This is an optimization exercise on Yosys and OpenROAD, whose aim is small area, not a production implementation. The RTL was checked by simulation tests, not by an equivalence proof against the original design. Power is estimated from default activity; no workload was simulated.

## flow/design.v (module list and top-level ports; edited modules follow where they fit)
// module mac: 1424 lines
// module fa: 6 lines
// module ha: 6 lines
module mac (instruction, multiplier, multiplicand, stall, clk, reset_n, result, protect);
  // ...
==> flow/run.sh <==
#!/bin/bash
# synth_recipe.tcl (not shown) runs the flow's synth.tcl, then flattens the netlist and writes it again
# the make line also repeats each setting of config.mk as NAME=value (left out here)
make -C /OpenROAD-flow-scripts/flow DESIGN_CONFIG=/design/flow/config.mk WORK_HOME=/design/flow/orfs CLKGATE_MAP_FILE= SYNTH_SCRIPT=/design/flow/synth_recipe.tcl finish
==> flow/config.mk <==
export PLATFORM = sky130hd
export DESIGN_NAME = mac
export DESIGN_NICKNAME = mac
export VERILOG_FILES = /design/flow/design.v
export SDC_FILE = /design/flow/constraint.sdc
export NUM_CORES = 4
export LEC_CHECK = 0
export ABC_AREA = 1
export CAP_MARGIN = 20
export CORE_MARGIN = 2
export CORE_UTILIZATION = 65
export CTS_BUF_LIST = sky130_fd_sc_hd__clkbuf_4 sky130_fd_sc_hd__clkbuf_8
export SLEW_MARGIN = 20
export SYNTH_HIERARCHICAL = 1
==> flow/constraint.sdc <==
create_clock -name core_clock -period 9.5 [get_ports {clk}]
set_input_delay 1.9000 -clock core_clock [delete_from_list [all_inputs] [get_ports {clk}]]
set_output_delay 1.9000 -clock core_clock [all_outputs]
set_load 0.01 [all_outputs]
==> run_results.csv, run 1 <==
group,metric,value,unit
run_status,status,"timing/DRC/antenna clean",
sta,fin_tns_setup,0,ns
cells_and_area,areaGrowthSynthToFinish,12.1,%
placed_design,dpl.hpwl,24.7,mm
cells_and_area,multi_input_area_share,54.4,%
floorplan,die_area,0.0221,mm²
cells_and_area,nets,1665,
cells_and_area,instances_no_fill,1712,
sta,clock-skew-final,0.0104,ns
critical_path,cpPeakStageDelay,0.55,ns
sta,worst_pin_slew,0.824,ns
critical_path,reg2reg_slack,0.42,ns
pwr,seq_power_share,27.9,%
clocking,clkTransAtPathRegs,0.09,ns
cells_and_area,multi_input_cells,1014,
min_path,hold_class,"reg2reg",
cells_and_area,fin_area,0.0153,mm²
yosys,synth.most_common_cell,"nor2_1",
min_path,hold_end,"out[29]$_DFFE_PP_",
cells_and_area,nNonClkBuffers,130,
critical_path,regToRegStartpoint,"prev[2]$_SDFFCE_PN1P_",
critical_path,start_kind,"input pin",
yosys,synth_edf_count,155,
clocking,tritoncts,"yes",
yosys,yosys_warnings,7,
pwr,p_sw_share,43.3,%
pwr,clockPowerShare,10.1,%
sta,fin_crit_sh,95.8,%
placed_design,placed_cell_area,0.0149,mm²
cells_and_area,layout_common_cells,"177 x nor2_1, 156 x fa_1, 155 x edfxtp_1",
grt,use_met2,52.4,%
placed_design,post-place-ws,-0.165,ns
pwr,leakagePower,6.56,nW
clocking,hold_buffers,0,
yosys,synth_area_leader_cell,"edfxtp_1",
critical_path,cp.depth,31,
floorplan,core_area,0.0204,mm²
yosys,synthSimpleGateAreaFrac,12.9,%
==> run 2, diff against run 1 <==
--- a/flow/config.mk
+++ b/flow/config.mk
@@ -8,7 +8,6 @@
 export ABC_AREA = 1
 export CAP_MARGIN = 20
 export CORE_MARGIN = 2
-export CORE_UTILIZATION = 65
-export CTS_BUF_LIST = sky130_fd_sc_hd__clkbuf_4 sky130_fd_sc_hd__clkbuf_8
+export CORE_UTILIZATION = 40
 export SLEW_MARGIN = 20
 export SYNTH_HIERARCHICAL = 1
==> run 2 against run 1 <==
  * Power up 1.9%
  * Still clean on timing, DRC and antenna
  * Setup slack better by 0.14 ns
  * Sequential share of layout area down 0.85 points
  * Area after synthesis unchanged
==> run_results.csv, run 2 <==
group,metric,value,unit
placed_design,io_buffers,77,
placed_design,gp_congestion,0.879,
drt,wire_per_inst,17.2,µm
drt,antenna_left,0,
sta,clock-skew-final,0.00978,ns
critical_path,crit_path_frequent_cell,"fa_1",
clocking,cts.sinks,155,
drt,via_count,9962,
grt,grt_max_degree,43,
floorplan,rows,67,
floorplan,start_util,40.6,%
sta,fin_tns_setup,0,ns
yosys,synth.most_common_cell,"nor2_1",
cells_and_area,seq_area,0.00465,mm²
critical_path,worst-path-buf-inv,1,
drt,wl_met2,15.0,mm
yosys,synthFlopType,"edfxtp_1",
yosys,synth.avg_cell_area,10.1,µm²
placed_design,dpl.hpwl,24.5,mm
yosys,synthSimpleGateAreaFrac,12.9,%
grt,track_usage,18.9,%
critical_path,worstPathRequired,9.65,ns
sta,slew_headroom,39.6,%
cells_and_area,antenna_cells,0,
floorplan,die_area,0.0355,mm²
clocking,insertion_delay,0.43,ns
critical_path,cp-startpoint,"prev[2]$_SDFFCE_PN1P_",
sta,finalHoldViolCount,0,
pwr,powerDensity,309,mW/mm²
yosys,synth_cell_types,47,
grt,grt_pass1_vias,9939,
sta,fmax,112,MHz
critical_path,regToRegStartpoint,"prev[2]$_SDFFCE_PN1P_",
grt,antenna_found_initial,0,
clocking,postCtsSetupBuffers,0,
floorplan,ios,78,
drt,top_layer,"met4",
cells_and_area,post-route-util,46.9,%
yosys,yosys_warnings,7,
yosys,ys_ff_latch,155,
cells_and_area,final_common_cell,"nor2_1",
yosys,ys_seq_area_share,34.2,%
drt,wl_met3,1.72,mm
clocking,tritoncts,"yes",
yosys,synthAdderAreaFrac,26.8,%
pwr,leakagePower,6.66,nW
critical_path,start_kind,"flop",
sta,fin_crit_sh,94.3,%
pwr,irDropWorstVdd,0.000158,V
drt,wl,32.6,mm
sta,fin_crit,8.96,ns
cells_and_area,fill_cells,3124,
drt,drt-initial-drc-count,670,
yosys,synth_area_leader_cell,"edfxtp_1",
grt,overflow,0,
cells_and_area,multiInputGateArea,0.00831,mm²
clocking,cts_buffer_depth,2,
yosys,synthTopCellsByArea,"edfxtp_1 34%, fa_1 23%, xor2_1 7.5%, o22ai_1 5.5%, nor2_1 4.9%",
job,max-cap-violations,0,
clocking,cts.repair.resized,0,
drt,avgViaCountPerCell,5.27,
clocking,cts_buffers,17,
critical_path,cp_top_family,"adder cells",
cells_and_area,layout_common_cells,"178 x nor2_1, 156 x fa_1, 155 x edfxtp_1",
clocking,clkTransAtPathRegs,0.06,ns
critical_path,path_class,"reg2reg",
drt,dr.pass1.iters,5,
critical_path,cpPeakStageDelay,0.53,ns
cells_and_area,nets,1665,
yosys,synth_xor_area_share,9.77,%
floorplan,die_w,189,µm
sta,setup_viol,0,
sta,drv_slew,0,
placed_design,post-place-ws,0.308,ns
drt,drc,0,
critical_path,end_kind,"flop",
yosys,syn-cell-area,0.0136,mm²
clocking,hold_buffers,0,
critical_path,critical-path-slowest-cell,"edfxtp_1",
yosys,synth_top_family_by_area,"adder cells",
yosys,syn-num-nets,1580,
yosys,synthArstFlopShare,0,%
drt,wl_met1,15.4,mm
yosys,synthMuxAreaShare,0.0735,%
cells_and_area,areaGrowthSynthToFinish,15.4,%
critical_path,path_max_fanout,8,
floorplan,die_h,189,µm
yosys,synth_cells,1344,
grt,grt_pass1_wl,53.3,mm
min_path,worstHoldStart,"acc40[38]$_DFFE_PP_",
sta,worst_pin_slew,0.897,ns
yosys,synth_edf_count,155,
sta,rsz0062_at_grt,"no",
sta,setup_slack,0.544,ns
yosys,yosysTopAreaCellShare,34.2,%
yosys,synth_compound_area_share,11.2,%
run_status,status,"timing/DRC/antenna clean",
min_path,hold_class,"reg2reg",
floorplan,core_area,0.0335,mm²
cells_and_area,top_regs,"acc40: 40 flops, accl: 40 flops, out: 40 flops",
cells_and_area,drive_gt1_share,9.02,%
critical_path,cp.arrival,9.10,ns
yosys,synthTopCellsByCount,"178 x nor2_1, 156 x fa_1, 155 x edfxtp_1",
critical_path,reg2reg_slack,0.54,ns
clocking,cts_root_buffer,"clkbuf_16",
clocking,cts.htree.levels,4,
[run 2: cell counts after synthesis]
No cell type changed its count.
[run 2: cell type report]
cell class                 count  area share (%)
timing repair buffer         130            7.60
clock inverter                14           0.979
sequential                   155            29.6
clock buffer                  18            2.73
inverter                     111            2.65
multi-input combinational   1014            52.9
tap                          448            3.57
[run 2: final timing paths]
| kind | endpoint | cells past startpoint |
|---|---|---|
| max | accl[37]$_DFFE_PP_ | 32 |
| min | out[38]$_DFFE_PP_ | 2 |
| max reg2reg | accl[37]$_DFFE_PP_ | 32 |
| min reg2reg | out[38]$_DFFE_PP_ | 2 |
[run 2: worst reg2reg max path: cells and delay by family (launching register included)]
kind / cells / cell delay, ns
fa+ha+maj: 17 / 6.44
simple gates: 11 / 0.91
flops: 1 / 0.53
compound gates: 2 / 0.42
buf+inv: 1 / 0.21
xor+xnor: 1 / 0.15
[run 2: cells by family (layout without fill, tap and decap cells)]
group | after synthesis | count (layout)
and+or+nand+nor | 393 | 393
buffers and inverters | 175 | 273
muxes | 1 | 1
AOI/OAI and AO/OA | 270 | 270
adders and majority gates | 198 | 198
xor gates and xnor gates | 152 | 152
DFF | 155 | 155
[run 2: power breakdown]
part / total [mW] / internal, mW / switching, mW / leakage [nW]
logic: 2.86 / 1.24 / 1.62 / 4.78
registers: 1.33 / 1.21 / 0.116 / 1.60
clock network: 0.671 / 0.408 / 0.262 / 0.282
total: 4.86 / 2.86 / 2.00 / 6.66
[run 2: metal layers]
| layer | GRT usage [%] | vias to the layer above |
|---|---|---|
| li1 | - | 4725 |
| met1 | 27.0 | 4897 |
| met2 | 30.5 | 310 |
| met3 | 2.74 | 30 |
| met4 | 4.78 | 0 |
| met5 | 0 | - |
[run 2: stage by stage]
stage	cell area (µm²)	instances	power, mW	hold WS [ns]
after detailed placement	15100	1858	4.23	0.566
after global routing	15700	1890	5.38	0.620
after global placement	15100	1858	4.14	0.560
after floorplan	13600	1344	3.59	0.547
after CTS	15700	1890	4.92	0.573
final	15700	1890	4.86	0.572
[run 2: Yosys stat by module, one instance, submodules excluded]
module	flops+latches	cells inside
fa	0	1
mac	155	1153
ha	0	1

==> port drivers added, routing unchanged <==
The results above use ideal ports. As a check the final layouts listed here were re-extracted and re-timed, cells and wires unchanged. Step 1 (the two cells are an assumption about what drives the block):
set clk [get_ports {clk}]
set_driving_cell -lib_cell sky130_fd_sc_hd__clkbuf_16 $clk
set_driving_cell -lib_cell sky130_fd_sc_hd__buf_2 [delete_from_list [all_inputs] $clk]
Step 2 adds t to the input delays and takes it off the output delays; t is the mean of the earliest and latest rising clock arrival at the registers after step 1. Input paths then give back, and output paths get back, about the clock's delay inside the block. Slacks: ideal ports / drivers / drivers and shift; pairs: ideal ports / drivers.
run | t (ns) | setup slack, ns | hold WS [ns] | latest minus earliest clock arrival (ns) | worst slew at a driven data input, ns
run 1 | 0.480 | 0.400 / 0.410 / -0.070 | 0.587 / 0.587 / 0.587 | 0.011 / 0.011 | 0.06
run 2 | 0.464 | 0.544 / 0.544 / 0.302 | 0.572 / 0.572 / 0.572 | 0.010 / 0.010 | 0.05
With both steps, setup timing fails in run 1, where it was met with ideal ports. The setup slack of run 1, which loses most, moves by +0.010 ns with the drivers and by -0.470 ns with both steps.
